This is an optimization exercise on Yosys and OpenROAD, whose aim is a short achievable clock period and few clock cycles, not a production implementation.
Function was checked by simulation only, so behaviour that the tests miss may differ from the original.
Power and IR drop assume default switching activity.

==> flow/design.v <==
`default_nettype none
module vma(
	input		i_clk,
	input		i_rst,
	input	[31:0]	i_v_addr,
	input		i_v_stb,
	input	[3:0]	i_v_we,
	output		o_v_ack,
	output	[31:0]	o_p_addr,
	output		o_p_stb,
	output	[3:0]	o_p_we,
	input		i_p_ack,
	input	[31:0]	i_p_dat_r,
	input	[31:0]	i_satp,
	input		i_smode,
	input		i_sfence_vma,
	output		o_exception
);
wire [21:0] 	satp_ppn  = i_satp[21:0];
wire 		satp_mode = i_satp[31] & i_smode;
wire rst = i_rst|i_sfence_vma|exception;
assign o_exception=0;
assign o_p_addr[11:0]  = ~satp_mode? i_v_addr[11:0]: walk1? {i_v_addr[31:22],2'd0} : walk2? {i_v_addr[21:12],2'd0} : i_v_addr[11:0];
assign o_p_addr[31:12] = ~satp_mode? i_v_addr[31:12] : walk1? satp_ppn[19:0] : pte[29:10];
wire exception = (walk1|walk2) & i_p_ack & ~i_p_dat_r[0];
assign o_p_stb = ~satp_mode? i_v_stb: (walk3_stb|walk1_stb|walk2_stb);
assign o_v_ack = ~satp_mode? i_p_ack: (walk3 & i_p_ack);
assign o_p_we  = (~satp_mode | walk3)? i_v_we: 4'd0;
wire start_walk = satp_mode & i_v_stb;
reg walk1;
always @(posedge i_clk)
	if (rst) walk1 <= 0;
	else if (start_walk) walk1 <= 1;
	else if (walk1 & i_p_ack) walk1 <= 0;
reg walk2;
always @(posedge i_clk)
	if (rst) walk2 <= 0;
	else if (walk1 & i_p_ack) walk2 <= 1;
	else if (walk2 & i_p_ack) walk2 <= 0;
reg walk3;
always @(posedge i_clk)
	if (rst) walk3 <= 0;
	else if (walk2 & i_p_ack) walk3 <= 1;
	else if (walk3 & i_p_ack) walk3 <= 0;
reg walk1_stb;
always @(posedge i_clk)
	if (rst | walk1_stb) walk1_stb <= 0;
	else if (start_walk) walk1_stb <= 1;
reg walk2_stb;
always @(posedge i_clk)
	if (rst | walk2_stb) walk2_stb <= 0;
	else if (walk1 & i_p_ack) walk2_stb <= 1;
reg walk3_stb;
always @(posedge i_clk)
	if (rst | walk3_stb) walk3_stb <= 0;
	else if (walk2 & i_p_ack) walk3_stb <= 1;
reg [31:0] pte;
always @(posedge i_clk)
	if (rst) pte <= 0;
	else if ((walk1|walk2) & i_p_ack) pte <= i_p_dat_r;
endmodule
`default_nettype none
module rv32(
	input     		i_rst, 
	input	 		i_clk,
	output [31:0]	o_addr,
	output [31:0]	o_dat_w,
	output 	[3:0]   o_we, 
	input  [31:0]   i_dat_r,
	output	 		o_stb,
	output [1:0]	o_led,
	input      		i_ack,
	input      		i_mtip,
	input      		i_msip,
	input      		i_meip,
	input			i_seip
);
assign o_led=privileged_mode;
parameter RESET_ADDR       = 32'h00001000;
reg r_stb;					 
always @(posedge i_clk)
	if (i_rst | r_decode | (r_load | r_store) & virtual_memory_ack) r_stb <= 1;
	else r_stb <= 0;
wire fetch=(r_decode & ~(instr_Load|instr_Store|instr_Amoswap)) | ((r_load&~instr_Amoswap|r_store)&virtual_memory_ack); 
reg r_fetch;					 
always @(posedge i_clk)
	if (i_rst | fetch) r_fetch <= 1;
	else if (r_fetch & virtual_memory_ack) r_fetch <= 0;
wire decode = (r_fetch & virtual_memory_ack); 
reg r_decode;					 
always @(posedge i_clk)
	if (i_rst | r_decode) r_decode <= 0;
	else if (decode) r_decode <= 1;
reg r_load;					 
always @(posedge i_clk)
	if (i_rst | (r_load & virtual_memory_ack)) r_load <= 0;
	else if (r_decode & (instr_Load|instr_Amoswap)) r_load <= 1;
reg r_store;					 
always @(posedge i_clk)
	if (i_rst | (r_store & virtual_memory_ack)) r_store <= 0;
	else if ((r_decode & instr_Store) | (r_load & instr_Amoswap & virtual_memory_ack)) r_store <= 1;
reg  [31:0] r_pc;				 
always @(posedge i_clk)
	if (i_rst) r_pc <= RESET_ADDR;
	else if (interrupt_m) r_pc <= csr_mtvec;
	else if (interrupt_s) r_pc <= csr_stvec;
	else if (fetch) r_pc <= PC_new;
reg [31:0] r_instruction;			 
always @(posedge i_clk)
	if (i_rst) r_instruction <= 3;
	else if (decode) r_instruction <= i_dat_r;
reg [31:0] r_reg[31:0];
reg [31:0] r_rs1;						 
always @(posedge i_clk)
	if (decode) r_rs1 <= (i_dat_r[19:15] == 5'd0) ? 32'd0 : r_reg[i_dat_r[19:15]];	 
reg [31:0] r_rs2;						 
always @(posedge i_clk)
	if (decode) r_rs2 <= (i_dat_r[24:20] == 5'd0) ? 32'd0 : r_reg[i_dat_r[24:20]];	 
reg [4:0] r_rs2_r;						 
always @(posedge i_clk)
	if (decode) r_rs2_r <= i_dat_r[24:20];
wire [4:0] instr_rd = r_instruction[11:7];		 
wire [7:0] instr_funct3 = 8'b00000001 << r_instruction[14:12];
wire [31:0] instr_Uimm={    r_instruction[31],   r_instruction[30:12], {12{1'b0}}};
wire [31:0] instr_Iimm={{21{r_instruction[31]}}, r_instruction[30:20]};
wire [31:0] instr_Simm={{21{r_instruction[31]}}, r_instruction[30:25],r_instruction[11:7]};
wire [31:0] instr_Bimm={{20{r_instruction[31]}}, r_instruction[7],r_instruction[30:25],r_instruction[11:8],1'b0};
wire [31:0] instr_Jimm={{12{r_instruction[31]}}, r_instruction[19:12],r_instruction[20],r_instruction[30:21],1'b0};
wire [6:0] instr_opcode = r_instruction[6:0];
wire instr_Load    =  (instr_opcode[6:2] == 5'b00000);  
wire instr_ALUimm  =  (instr_opcode[6:2] == 5'b00100);  
wire instr_AUIPC   =  (instr_opcode[6:2] == 5'b00101);  
wire instr_Store   =  (instr_opcode[6:2] == 5'b01000);  
wire instr_ALUreg  =  (instr_opcode[6:2] == 5'b01100);  
wire instr_LUI     =  (instr_opcode[6:2] == 5'b01101);  
wire instr_Branch  =  (instr_opcode[6:2] == 5'b11000);  
wire instr_JALR    =  (instr_opcode[6:2] == 5'b11001);  
wire instr_JAL     =  (instr_opcode[6:2] == 5'b11011);  
wire instr_SYSTEM  =  (instr_opcode[6:2] == 5'b11100);  
wire instr_FENCE   =  (instr_opcode[6:2] == 5'b00011);  
wire instr_Amoswap =  (instr_opcode[6:2] == 5'b01011);  
wire instr_ALU = instr_ALUimm | instr_ALUreg;
wire [31:0] alu_In1 = r_rs1;
wire [31:0] alu_In2 = instr_ALUreg | instr_Branch ? r_rs2 : instr_Iimm;
wire [31:0] alu_Plus = alu_In1 + alu_In2;
wire [32:0] alu_Minus = {1'b1, ~alu_In2} + {1'b0,alu_In1} + 33'b1;
wire alu_lt  = (alu_In1[31]^alu_In2[31])? alu_In1[31] : alu_Minus[32];
wire alu_ltu = alu_Minus[32];
wire alu_eq  = (alu_Minus[31:0] == 0);
wire [31:0] alu_leftShift0 = alu_In1;
wire [31:0] alu_rightShift0 = alu_In1;
wire alu_rightShiftIn = r_instruction[30] & alu_rightShift0[31];
wire [31:0] alu_rightShift1 = alu_In2[4]? {{16{alu_rightShiftIn}},alu_rightShift0[31:16]} : alu_rightShift0;
wire [31:0] alu_rightShift2 = alu_In2[3]? {{ 8{alu_rightShiftIn}},alu_rightShift1[31: 8]} : alu_rightShift1;
wire [31:0] alu_rightShift3 = alu_In2[2]? {{ 4{alu_rightShiftIn}},alu_rightShift2[31: 4]} : alu_rightShift2;
wire [31:0] alu_rightShift4 = alu_In2[1]? {{ 2{alu_rightShiftIn}},alu_rightShift3[31: 2]} : alu_rightShift3;
wire [31:0] alu_rightShift5 = alu_In2[0]? {{ 1{alu_rightShiftIn}},alu_rightShift4[31: 1]} : alu_rightShift4;
wire [31:0] alu_leftShift1 = alu_In2[4]? (alu_leftShift0 << 16) : alu_leftShift0;
wire [31:0] alu_leftShift2 = alu_In2[3]? (alu_leftShift1 <<  8) : alu_leftShift1;
wire [31:0] alu_leftShift3 = alu_In2[2]? (alu_leftShift2 <<  4) : alu_leftShift2;
wire [31:0] alu_leftShift4 = alu_In2[1]? (alu_leftShift3 <<  2) : alu_leftShift3;
wire [31:0] alu_leftShift5 = alu_In2[0]? (alu_leftShift4 <<  1) : alu_leftShift4;
wire [31:0] alu_Out =
     (instr_funct3[0]  ? r_instruction[30] & r_instruction[5] ? alu_Minus[31:0] : alu_Plus : 32'b0) |
     (instr_funct3[1]  ? alu_leftShift5                                                    : 32'b0) |
     (instr_funct3[2]  ? {31'b0, alu_lt}                                                   : 32'b0) |
     (instr_funct3[3]  ? {31'b0, alu_ltu}                                                  : 32'b0) |
     (instr_funct3[4]  ? alu_In1 ^ alu_In2                                                 : 32'b0) |
     (instr_funct3[5]  ? alu_rightShift5                                                   : 32'b0) |
     (instr_funct3[6]  ? alu_In1 | alu_In2                                                 : 32'b0) |
     (instr_funct3[7]  ? alu_In1 & alu_In2                                                 : 32'b0) ;
wire alu_predicate =
        instr_funct3[0] &  alu_eq  |  
        instr_funct3[1] & !alu_eq  |  
        instr_funct3[4] &  alu_lt  |  
        instr_funct3[5] & !alu_lt  |  
        instr_funct3[6] &  alu_ltu |  
        instr_funct3[7] & !alu_ltu ;  
wire [31:0] load_store_addr = instr_Amoswap ? r_rs1 : r_rs1[31:0] + (r_instruction[5] ? instr_Simm[31:0] : instr_Iimm[31:0]);
wire load_store_byteAccess     = r_instruction[13:12] == 2'b00;
wire load_store_halfwordAccess = r_instruction[13:12] == 2'b01;
wire load_sign = !r_instruction[14] & (load_store_byteAccess ? load_byte[7] : load_halfword[15]);
wire [31:0] load_data     = load_store_byteAccess ? {{24{load_sign}},     load_byte} :
                            load_store_halfwordAccess ? {{16{load_sign}}, load_halfword} :  i_dat_r;
wire [15:0] load_halfword = load_store_addr[1] ? i_dat_r[31:16] : i_dat_r[15:0];
wire  [7:0] load_byte     = load_store_addr[0] ? load_halfword[15:8] : load_halfword[7:0];
assign o_dat_w[ 7: 0] = r_rs2[7:0];
assign o_dat_w[15: 8] = load_store_addr[0] ? r_rs2[7:0]  : r_rs2[15: 8];
assign o_dat_w[23:16] = load_store_addr[1] ? r_rs2[7:0]  : r_rs2[23:16];
assign o_dat_w[31:24] = load_store_addr[0] ? r_rs2[7:0]  :
                        load_store_addr[1] ? r_rs2[15:8] : r_rs2[31:24];
wire [3:0] store_wmask = load_store_byteAccess ?
								(load_store_addr[1] ?
									(load_store_addr[0] ? 4'b1000 : 4'b0100) :
									(load_store_addr[0] ? 4'b0010 : 4'b0001)
							) :
								load_store_halfwordAccess ?
									(load_store_addr[1] ? 4'b1100 : 4'b0011) :
									4'b1111;
wire[3:0] virtual_memory_we = {4{r_store}} & store_wmask;
wire [31:0] pc_plusImm = r_pc + ( r_instruction[3] ? instr_Jimm[31:0] : r_instruction[4] ? instr_Uimm[31:0] : instr_Bimm[31:0] );
wire [31:0] pc_plus4 = r_pc + 4;
wire writeBack = (r_decode & ~(instr_Branch | instr_Store | instr_Load | instr_Amoswap)) | (r_load & virtual_memory_ack);
wire [31:0] writeBackData  =
      (instr_SYSTEM                ? CSR_read    : 32'b0) |   
      (instr_LUI                   ? instr_Uimm  : 32'b0) |   
      (instr_ALU                   ? alu_Out     : 32'b0) |   
      (instr_AUIPC                 ? pc_plusImm  : 32'b0) |   
      (instr_JALR | instr_JAL      ? pc_plus4    : 32'b0) |   
      (instr_Load | instr_Amoswap  ? load_data   : 32'b0) ;   
reg [31:0] r_amo;
always @(posedge i_clk)
	if (i_rst) r_amo <= 0;
	else if (writeBack) r_amo <= writeBackData;
always @(posedge i_clk)
	if (writeBack & (instr_rd != 5'd0)) r_reg[instr_rd] <= writeBackData;
	else if ((r_rs2_r!=5'd0) & instr_Amoswap & r_store & r_stb) r_reg[r_rs2_r] <= r_amo; 
wire instr_Jump      =   instr_JAL | (instr_Branch & alu_predicate);
wire [31:0] PC_new   =   instr_ECALL ? csr_stvec :
						 instr_JALR ? {alu_Plus[31:1],1'b0} :
                         instr_Jump ? pc_plusImm :
                         instr_MRET ? csr_mepc :
                         instr_SRET ? csr_sepc :
                         pc_plus4;
wire [11:0] instr_csr = r_instruction[31:20];
wire csr_write = instr_CSRW & ~exception_csr & r_decode;
wire [31:0] CSR_modifier = r_instruction[14] ? {27'd0, r_instruction[19:15]} : r_rs1; 
wire [31:0] CSR_write = (r_instruction[13:12] == 2'b10) ? CSR_modifier | CSR_read  :
                        (r_instruction[13:12] == 2'b11) ? ~CSR_modifier & CSR_read :
                        CSR_modifier ;
wire exception_page_fault;
wire exception_csr = instr_CSRW & |(instr_csr[9:8] & ~privileged_mode);
wire exception_illegal_instruction = 0; 
wire [31:0] csr_mep = {16'd0,exception_page_fault&r_store,1'b0,exception_page_fault&r_load,exception_page_fault&r_fetch,r_decode&instr_ECALL&privileged_mode[1],1'b0,r_decode&instr_ECALL&~privileged_mode[1]&privileged_mode[0],r_decode&instr_ECALL&~privileged_mode[0],5'd0,exception_illegal_instruction&r_decode,2'b0};
wire exception_m = 0; 
wire exception_s = 0; 
wire interrupt_m = fetch & (|(csr_mip & csr_mie & ~csr_mideleg)) & (~privileged_mode[1] | (privileged_mode[1]&r_mie));        
wire interrupt_s = fetch & (|(csr_sip & csr_sie )) & (~privileged_mode[0] | (~privileged_mode[1]&privileged_mode[0]&r_sie));
wire instr_ECALL = instr_SYSTEM & instr_funct3[0] & (r_instruction[31:20]==12'h000) & r_decode;
wire instr_MRET = instr_SYSTEM & instr_funct3[0] & (r_instruction[31:20]==12'h302) & r_decode;
wire instr_SRET = instr_SYSTEM & instr_funct3[0] & (r_instruction[31:20]==12'h102) & r_decode;
wire instr_SFENCE_VMA = instr_SYSTEM & instr_funct3[0] & (r_instruction[31:25]==7'h09) & r_decode;
wire instr_CSRW = instr_SYSTEM & (r_instruction[14:12] != 0) & r_decode;
reg [1:0] privileged_mode;					 
always @(posedge i_clk)
	if (i_rst) privileged_mode <=2'b11;
	else if (exception_m) privileged_mode <= 2'b11;
	else if (exception_s) privileged_mode <= 2'b01;
	else if (interrupt_m) privileged_mode <= 2'b11;
	else if (interrupt_s) privileged_mode <= 2'b01;
	else if (instr_ECALL) privileged_mode <= 2'b01;
	else if (instr_MRET) privileged_mode <= r_mpp;
	else if (instr_SRET & ~privileged_mode[1]) privileged_mode <= {1'b0,r_spp};
reg r_sie;
always @(posedge i_clk)
	if (i_rst) r_sie <= 0;
	else if (exception_m) r_sie <= r_sie;
	else if (exception_s) r_sie <= 0;
	else if (interrupt_m) r_sie <= r_sie;
	else if (interrupt_s) r_sie <= 0;
	else if (csr_write & sel_mstatus) r_sie <= CSR_write[1];
	else if (csr_write & sel_sstatus) r_sie <= CSR_write[1];
reg r_mie;
always @(posedge i_clk)
	if (i_rst) r_mie <= 0;
	else if (exception_m) r_mie <= 0;
	else if (exception_s) r_mie <= r_mie;
	else if (interrupt_m) r_mie <= 0;
	else if (interrupt_s) r_mie <= r_mie;
	else if (csr_write & sel_mstatus) r_mie <= CSR_write[3];
reg r_spie;
always @(posedge i_clk)
	if (i_rst) r_spie <= 0;
	else if (exception_m) r_spie <= r_spie;
	else if (exception_s) r_spie <= r_sie;
	else if (interrupt_m) r_spie <= r_spie;
	else if (interrupt_s) r_spie <= r_sie;
reg r_mpie;
always @(posedge i_clk)
	if (i_rst) r_mpie <= 0;
	else if (exception_m) r_mpie <= r_mie;
	else if (exception_s) r_mpie <= r_mpie;
	else if (interrupt_m) r_mpie <= r_mie;
	else if (interrupt_s) r_mpie <= r_mpie;
	else if (csr_write & sel_mstatus) r_mpie <= CSR_write[7];
reg r_spp;
always @(posedge i_clk)
	if (i_rst) r_spp <= 0;
	else if (exception_m) r_spp <= r_spp;
	else if (exception_s) r_spp <= privileged_mode[0];
	else if (interrupt_m) r_spp <= r_spp;
	else if (interrupt_s) r_spp <= privileged_mode[0];
	else if (csr_write & sel_mstatus) r_spp <= CSR_write[8];
	else if (csr_write & sel_sstatus) r_spp <= CSR_write[8];
reg [1:0] r_mpp;
always @(posedge i_clk)
	if (i_rst) r_mpp <= 0;
	else if (exception_m) r_mpp <= privileged_mode;
	else if (exception_s) r_mpp <= r_mpp;
	else if (interrupt_m) r_mpp <= privileged_mode;
	else if (interrupt_s) r_mpp <= r_mpp;
	else if (instr_MRET) r_mpp <= 0;
	else if (csr_write & sel_mstatus) r_mpp <= CSR_write[12:11];
wire sel_mstatus = (instr_csr == 12'h300);
wire [31:0] csr_mstatus={19'd0,r_mpp,2'b00,r_spp,r_mpie,1'b0,r_spie,1'b0,r_mie,1'b0,r_sie,1'b0};
wire [31:0] csr_sstatus={19'd0,2'b00,2'b00,r_spp,1'b0,1'b0,r_spie,1'b0,1'b0,1'b0,r_sie,1'b0};
wire sel_sstatus = (instr_csr == 12'h100);
reg  [31:0] csr_medeleg;	 
wire sel_medeleg = (instr_csr == 12'h302);
always @(posedge i_clk)
	if (i_rst) csr_medeleg <= 0;
	else if (csr_write & sel_medeleg) csr_medeleg <= CSR_write[31:0];
reg  [31:0] csr_mideleg;	 
wire sel_mideleg = (instr_csr == 12'h303);
always @(posedge i_clk)
	if (i_rst) csr_mideleg <= 0;
	else if (csr_write & sel_mideleg) csr_mideleg <= CSR_write[31:0] & 32'b00000000000000000000_0010_0010_0010;
reg [31:0] csr_mie;
wire sel_mie = (instr_csr == 12'h304);
always @(posedge i_clk)
	if (i_rst) csr_mie <= 0;
	else if (csr_write & sel_mie) csr_mie <= CSR_write;
	else if (csr_write & sel_sie) csr_mie <= (csr_mie   & ~csr_mideleg) | (CSR_write & csr_mideleg);
wire  [31:0] csr_sie = csr_mie & csr_mideleg;	 
wire sel_sie     = (instr_csr == 12'h104);
reg r_ssip;
reg r_stip;
reg r_seip;
wire sel_mip = (instr_csr == 12'h344);
wire [31:0] csr_mip = {20'd0,i_meip,1'b0,r_seip|i_seip,1'b0,i_mtip,1'b0,r_stip,1'b0,i_msip,1'b0,r_ssip,1'b0};
always @(posedge i_clk)
	if (i_rst) r_ssip <= 0;
	else if (csr_write & sel_mip) r_ssip <= CSR_write[1];
	else if (csr_write & sel_sip & csr_mideleg[1]) r_ssip <= CSR_write[1];
always @(posedge i_clk)
	if (i_rst) r_stip <= 0;
	else if (csr_write & sel_mip) r_stip <= CSR_write[5];
always @(posedge i_clk)
	if (i_rst) r_seip <= 0;
	else if (csr_write & sel_mip) r_seip <= CSR_write[9];
wire  [31:0] csr_sip = csr_mip & csr_mideleg;
wire sel_sip     = (instr_csr == 12'h144);
reg  [31:0] csr_mtvec;    
wire sel_mtvec   = (instr_csr == 12'h305);
always @(posedge i_clk)
	if (i_rst) csr_mtvec <= 0;
	else if (csr_write & sel_mtvec) csr_mtvec <= CSR_write[31:0];
reg  [31:0] csr_stvec;	 
wire sel_stvec   = (instr_csr == 12'h105);
always @(posedge i_clk)
	if (i_rst) csr_stvec <= 0;
	else if (csr_write & sel_stvec) csr_stvec <= CSR_write[31:0];
reg  [31:0] csr_mscratch;	 
wire sel_mscratch= (instr_csr == 12'h340);
always @(posedge i_clk)
	if (i_rst) csr_mscratch <= 0;
	else if (csr_write & sel_mscratch) csr_mscratch <= CSR_write[31:0];
reg  [31:0] csr_sscratch;	 
wire sel_sscratch= (instr_csr == 12'h140);
always @(posedge i_clk)
	if (i_rst) csr_sscratch <= 0;
	else if (csr_write & sel_sscratch) csr_sscratch <= CSR_write[31:0];
reg  [31:0] csr_mepc;     
wire sel_mepc    = (instr_csr == 12'h341);
always @(posedge i_clk)
	if (i_rst) csr_mepc <= 0;
	else if (exception_m) csr_mepc <= PC_new; 
	else if (exception_s) csr_mepc <= csr_mepc;
	else if (interrupt_m) csr_mepc <= PC_new;
	else if (interrupt_s) csr_mepc <= csr_mepc;
	else if (csr_write & sel_mepc) csr_mepc <= CSR_write[31:0];
reg  [31:0] csr_sepc;	 
wire sel_sepc    = (instr_csr == 12'h141);
always @(posedge i_clk)
	if (i_rst) csr_sepc <= 0;
	else if (exception_m) csr_sepc <= csr_sepc;
	else if (exception_s) csr_sepc <= r_pc;
	else if (interrupt_m) csr_sepc <= csr_sepc;
	else if (interrupt_s) csr_sepc <= PC_new;
	else if (instr_ECALL) csr_sepc <= r_pc;
	else if (csr_write & sel_sepc) csr_sepc <= CSR_write[31:0];
reg  [31:0] csr_mcause;   
wire sel_mcause  = (instr_csr == 12'h342);
always @(posedge i_clk)
	if (i_rst) csr_mcause <= 0;
	else if (exception_m) csr_mcause <= 32'd42; 
	else if (exception_s) csr_mcause <= csr_mcause;
	else if (interrupt_m) csr_mcause <= csr_mip[7]? {1'b1,31'd7}: csr_mip[11]? {1'b1,31'd11}:csr_mip[9]?{1'b1,31'd9}:32'd42;
	else if (interrupt_s) csr_mcause <= csr_mcause;
reg  [31:0] csr_scause;	 
wire sel_scause  = (instr_csr == 12'h142);
always @(posedge i_clk)
	if (i_rst) csr_scause <= 0;
	else if (exception_m) csr_scause <= csr_scause; 
	else if (exception_s) csr_scause <= 32'd42;
	else if (interrupt_m) csr_scause <= csr_scause;
	else if (interrupt_s) csr_scause <= csr_mip[1]? {1'b1,31'd1}: csr_mip[9]?{1'b1,31'd9}:32'd41;
	else if (instr_ECALL) csr_scause <= 32'd8;
reg  [31:0] csr_mtval;    
wire sel_mtval   = (instr_csr == 12'h343);
always @(posedge i_clk)
	if (i_rst) csr_mtval <= 0;
	else if (exception_m) csr_mtval <= exception_illegal_instruction?r_instruction: exception_page_fault?virtual_memory_addr:32'd42;
	else if (exception_s) csr_mtval <= csr_mtval;
	else if (csr_write & sel_mtval) csr_mtval <= CSR_write[31:0];
reg  [31:0] csr_stval;	 
wire sel_stval   = (instr_csr == 12'h143);
always @(posedge i_clk)
	if (i_rst) csr_stval <= 0;
	else if (exception_m) csr_stval <= csr_stval;
	else if (exception_s) csr_stval <= exception_illegal_instruction?r_instruction: exception_page_fault?virtual_memory_addr:32'd42;
	else if (csr_write & sel_stval) csr_stval <= CSR_write[31:0];
reg  [31:0] csr_satp;	 
wire sel_satp    = (instr_csr == 12'h180);
always @(posedge i_clk)
	if (i_rst) csr_satp <= 0;
	else if (csr_write & sel_satp) csr_satp <= CSR_write[31:0];
reg  [63:0] csr_cycles;   
wire sel_cycles  = (instr_csr == 12'hC00);
wire sel_cyclesh = (instr_csr == 12'hC80);
always @(posedge i_clk)
	if(i_rst) csr_cycles <= 0;
	else csr_cycles <= csr_cycles + 1;
wire [31:0] CSR_read =
     (sel_sstatus ? csr_sstatus         : 32'b0) |
     (sel_sie     ? csr_sie             : 32'b0) |
     (sel_stvec   ? csr_stvec           : 32'b0) |
     (sel_sscratch? csr_sscratch        : 32'b0) |
     (sel_sepc    ? csr_sepc            : 32'b0) |
     (sel_scause  ? csr_scause          : 32'b0) |
     (sel_stval   ? csr_stval           : 32'b0) |
     (sel_sip     ? csr_sip             : 32'b0) |
     (sel_satp    ? csr_satp            : 32'b0) |
     (sel_mstatus ? csr_mstatus         : 32'b0) |
     (sel_medeleg ? csr_medeleg         : 32'b0) |
     (sel_mideleg ? csr_mideleg         : 32'b0) |
     (sel_mie     ? csr_mie             : 32'b0) |
     (sel_mtvec   ? csr_mtvec           : 32'b0) |
     (sel_mscratch? csr_mscratch        : 32'b0) |
     (sel_mepc    ? csr_mepc            : 32'b0) |
     (sel_mcause  ? csr_mcause          : 32'b0) |
     (sel_mtval   ? csr_mtval           : 32'b0) |
     (sel_mip     ? csr_mip             : 32'b0) |
     (sel_cycles  ? csr_cycles[31:0]    : 32'b0) |
     (sel_cyclesh ? csr_cycles[63:32]   : 32'b0) ;
wire [31:0] virtual_memory_addr = (r_fetch) ? r_pc: (r_load | r_store)? load_store_addr:r_pc;
wire virtual_memory_ack;
vma VMA(
	.i_rst(i_rst),
	.i_clk(i_clk),
	.i_v_addr(virtual_memory_addr),
	.i_v_stb(r_stb),
	.i_v_we(virtual_memory_we),
	.o_v_ack(virtual_memory_ack),
	.o_p_addr(o_addr),
	.o_p_stb(o_stb),
	.o_p_we(o_we),
	.i_p_ack(i_ack),
	.i_p_dat_r(i_dat_r),
	.i_satp(csr_satp),
	.i_smode(~privileged_mode[1]),
	.i_sfence_vma(instr_SFENCE_VMA),
	.o_exception(exception_page_fault)
);
endmodule
==> flow/run.sh <==
#!/bin/bash
# synth_recipe.tcl (not shown) runs the flow's synth.tcl, then flattens the netlist and writes it again
# the make line also repeats each setting of config.mk as NAME=value (left out here)
make -C /OpenROAD-flow-scripts/flow DESIGN_CONFIG=/design/flow/config.mk WORK_HOME=/design/flow/orfs CLKGATE_MAP_FILE= SYNTH_SCRIPT=/design/flow/synth_recipe.tcl finish
==> flow/config.mk <==
export PLATFORM = sky130hd
export DESIGN_NAME = rv32
export DESIGN_NICKNAME = rv32
export VERILOG_FILES = /design/flow/design.v
export SDC_FILE = /design/flow/constraint.sdc
export NUM_CORES = 4
export LEC_CHECK = 0
export CAP_MARGIN = 20
export CORE_MARGIN = 2
export CORE_UTILIZATION = 40
export SLEW_MARGIN = 20
==> flow/constraint.sdc <==
create_clock -name core_clock -period 11.0 [get_ports {i_clk}]
set_input_delay 2.2000 -clock core_clock [delete_from_list [all_inputs] [get_ports {i_clk}]]
set_output_delay 2.2000 -clock core_clock [all_outputs]
set_load 0.01 [all_outputs]
==> impl_results.md <==
- Outcome: timing/DRC/antenna clean
- Switching share of total power: 30.3%
- Clock sinks: roughly 1,700
- RSZ-0062 raised after global routing: no
- Adder-cell share of the synthesized area: under 10%
- Synth cell types: around 110
- Clock latency on the worst-skew pair: around 0.9 ns
- Post-route ant nets: 0
- Main synth FF type: edfxtp_1
- VDD IR max: approximately 0.13 mV
- Reg power frac: about 44%
- CP Capture Type: primary output
- Crit path cell chain: mux2_2, ha_1, fa_1, a21oi_1, o21bai_1, a2111oi_1, o31ai_1, o21ai_0, a31oi_1, o2bb2ai_1, o41ai_1, o21ai_0, nand2_1, a21oi_1, a21oi_1, xor2_1, mux2_2, o31ai_1, clkdlybuf4s50_1
- Mux cell area share after synthesis: roughly 18%
- P_sw: just under 5 mW
- Io pins: 110
- TritonCTS clock tree: yes
- RePlAce Congestion: between 1 and 1.5
- Util after Layout: between 40% and 50%
- Area fraction of the dominant cell type after synthesis: a little over a third
- Post-CTS Hold Fix Bufs: 0
- Crit path top cell by count: a21oi_1
- Final setup viols: 0
- Grt ovf: 0
- Initial antenna violation count: 26
- Synth top area cells: edfxtp_1 (35%), mux4_2 (14%), dfxtp_1 (12%)
- WL final: between 400,000 and 500,000 µm
- CTS Buf Count: roughly 180
- Main combinational cell family by area after synthesis: multiplexers
- Max reg flops: between 1,000 and 1,500
- GRT Util Overall: about a third
- Dominant cell type by area after synthesis: edfxtp_1
- First-pass GRT wire length: ~570,000 µm
- DR vias/cell: approximately 6.7
- Crit path DAT: roughly 7.3 ns
- Die footprint: 0.235 mm²
- Mapped Area: between 0.09 and 0.1 mm²
- Clk root buf: clkbuf_16
- Synth Warn #: 2
- Die Wd: approximately 490 µm
- Post_cts resized: 0
- FFs w/ async S/R, synth: 0%
- Drt drc: 0
- Max Fclk: 105 MHz
- Final TNS setup: 0 ns
- Starting density of the core: between 40% and 50%
- 1st-iter DRT viols: around 12,000
- Minimum clock period: between 9 and 10 ns
- Critical-path top delay cell: dfxtp_1
- Min-delay worst type: reg2reg
- Wire length per cell: 35.7 µm
- Synth Area in XOR/XNOR: approximately 1.8%
- Layout Nets: around 8,600
- Slew @ Worst Pin: approximately 1.3 ns
- Largest net degree at the start of global routing: approximately 250
- Post-Route Skew: about 0.11 ns
- Pre-Repair DR Iteration Count: 13
- Gate power share: 18.4%
- Relative slew slack: around 13%
- Fin crit share: 86.5%
- CORE AREA: 0.230 mm²
- Final Slew Violations: 0
- WP data required: approximately 8.8 ns
- Pleak: 35.3 nW
- Internal: ~11 mW
- Synth cell count leaders: nand2_1 (1,258), edfxtp_1 (1,093), a21oi_1 (758), nor2_1 (708), mux4_2 (577)
- Final Hold Fails: 0
- Via count: roughly 77,000
- Row count: between 150 and 200
- Yosys reg bits: approximately 1,700
- Clock share of power: 37.9%
- Sequential-to-total area share from yosys stat: between 40% and 50%
- Reg clk slew, reported paths: about 0.06 ns
- HPWL Detailed: 283,000 µm
- Die height: about 490 µm
- Fraction of the mapped netlist area in simple logic gates: 11.8%
- WS Path Type: reg2out
- Area delta synth->final: 12.0%
- Startpoint Class: register
- Critical path's largest stage delay: approximately 0.84 ns
- Count of flip-flops with a built-in enable after synthesis: 1,093
- CTS max path bufs: 3
- Post-Synthesis Cells: roughly 8,500
- Vias in the first global route: between 70,000 and 80,000
- Avg Cell Area, Syn: around 11 µm²
- Share of cells above drive strength 1: 16.1%
- Compound-Gate Fraction of Synth Area: approximately 15%
- Max Cap Viol: 0
- Total power per unit cell area: about 160 mW/mm²
- Max FO, Critical Path: 16
- H-Tree Level Count: 4
- I/O Buffers: about 110
- Post-CTS setup repair buffer count: 0
- Top-count cell post-synth: nand2_1
[power groups by stage]
stage	Combinational [mW]	Sequential, mW	Clock [mW]
6_report	2.99	7.07	6.14
5_1_grt	3.11	7.07	6.43
4_1_cts	2.90	7.06	6.18
3_5_place_dp	2.90	7.20	0
3_3_place_gp	2.87	7.19	0
2_1_floorplan	1.68	7.16	0
[cell type report]
class,count,area [µm²]
diodes,11,27.5
well taps,3026,3790
clock buffers,224,4740
inverters,141,532
repair buffers,381,3290
fillers,21000,126000
clock inverters,98,1150
multi-input cells,6032,46000
flip-flops and latches,1658,44100
[critical path: cells and delay by family (launching register included)]
| family | cells | cell delay, ns |
|---|---|---|
| compound gates | 12 | 3.42 |
| xor+xnor | 1 | 0.12 |
| fa+ha+maj | 2 | 0.65 |
| buf+inv | 1 | 0.62 |
| flops | 1 | 0.84 |
| mux | 2 | 0.70 |
| simple gates | 1 | 0.14 |
[per-stage QoR]
step           setup slack, ns  instances  total power [mW]  hold slack [ns]  instance area [µm²]
3_5_place_dp              2.41      11200              10.1            0.420                97600
5_1_grt                   1.20      11600              16.6            0.439               104000
3_3_place_gp              2.04      11200              10.1            0.409                97600
4_1_cts                   1.55      11600              16.1            0.429               104000
2_1_floorplan             4.09       8539              8.84            0.398                92700
6_report                  1.49      11600              16.2            0.426               104000
[worst paths after layout]
| check | slack (ns) | end | start | depth (start not counted) |
|---|---|---|---|---|
| setup reg to reg | 2.55 | csr_sepc[5] | r_instruction[5] | 21 |
| hold reg to reg | 0.43 | VMA.walk2_stb | VMA.walk2_stb | 1 |
| setup / recovery | 1.49 | o_addr[30] | r_instruction[5] | 19 |
| hold / removal | 0.43 | VMA.walk2_stb | VMA.walk2_stb | 1 |
[cells by family (layout without fill, tap and decap cells)]
logic type | Yosys count | count (layout)
flops | 1658 | 1658
compound gates | 2194 | 2194
simple gates | 2552 | 2552
other cells | 1 | 43
fa+ha+maj | 155 | 155
mux | 909 | 909
xor+xnor | 190 | 190
buf+inv | 849 | 844
[cells in the final DEF, fill, tap and decap left out, drive strengths merged, types with 28 or more instances in the layout]
cell type	Yosys	routed
nand2b	45	45
edfxtp	1093	1093
or3	30	30
clkinv	9	82
a222oi	80	80
a211oi	150	150
nor2	709	709
o31ai	28	28
a21oi	762	762
o21ai	386	386
o211ai	90	90
a21o	92	92
mux4	577	577
mux2	66	66
xor2	85	85
nand4	36	36
a22o	44	44
dfxtp	565	565
a31oi	49	49
nand3	115	115
a22oi	101	101
o221ai	53	53
xnor2	105	105
conb	1	32
ha	152	152
clkdlybuf4s50	0	98
and3	61	61
a221oi	87	87
mux2i	266	266
buf	132	282
o22ai	71	71
nand2	1258	1258
nor3	123	123
inv	132	141
o21a	29	29
nor2b	56	56
clkbuf	576	225
[metal layers]
layer	share of wire, %	global-route usage [%]
met5	0.043	0
met4	8.1	23.1
met1	38	44.0
met2	44	52.0
met3	10	6.78
Testbench counts, summed over its fixed seeds: cycles 300,594.

[static timing again, ports no longer ideal]
No port has a modelled driver above. Below, the same layout with a new extraction and two added sets of constraints. Step 1 (the two cells are an assumption about what drives the block):
set clk [get_ports {i_clk}]
set_driving_cell -lib_cell sky130_fd_sc_hd__clkbuf_16 $clk
set_driving_cell -lib_cell sky130_fd_sc_hd__buf_2 [delete_from_list [all_inputs] $clk]
Step 2 moves the port delays by t, midway between the first and last clock arrival at a register: inputs arrive t later, outputs are due t later. That takes back most of the time a late clock gives input paths. Three values: ideal ports, drivers, drivers and shift; two values: the first two.
shift t [ns]: 0.944
slack for setup (ns): 1.486 / 1.405 / 2.349
worst setup path at the end: register to output
worst register clock-pin slew, ns: 0.07 / 0.07
pins driven straight from the clock port: 1
After both steps this run still meets setup and hold. For this run, drivers alone change the setup slack by -0.081 ns; drivers and shift together by +0.863 ns.
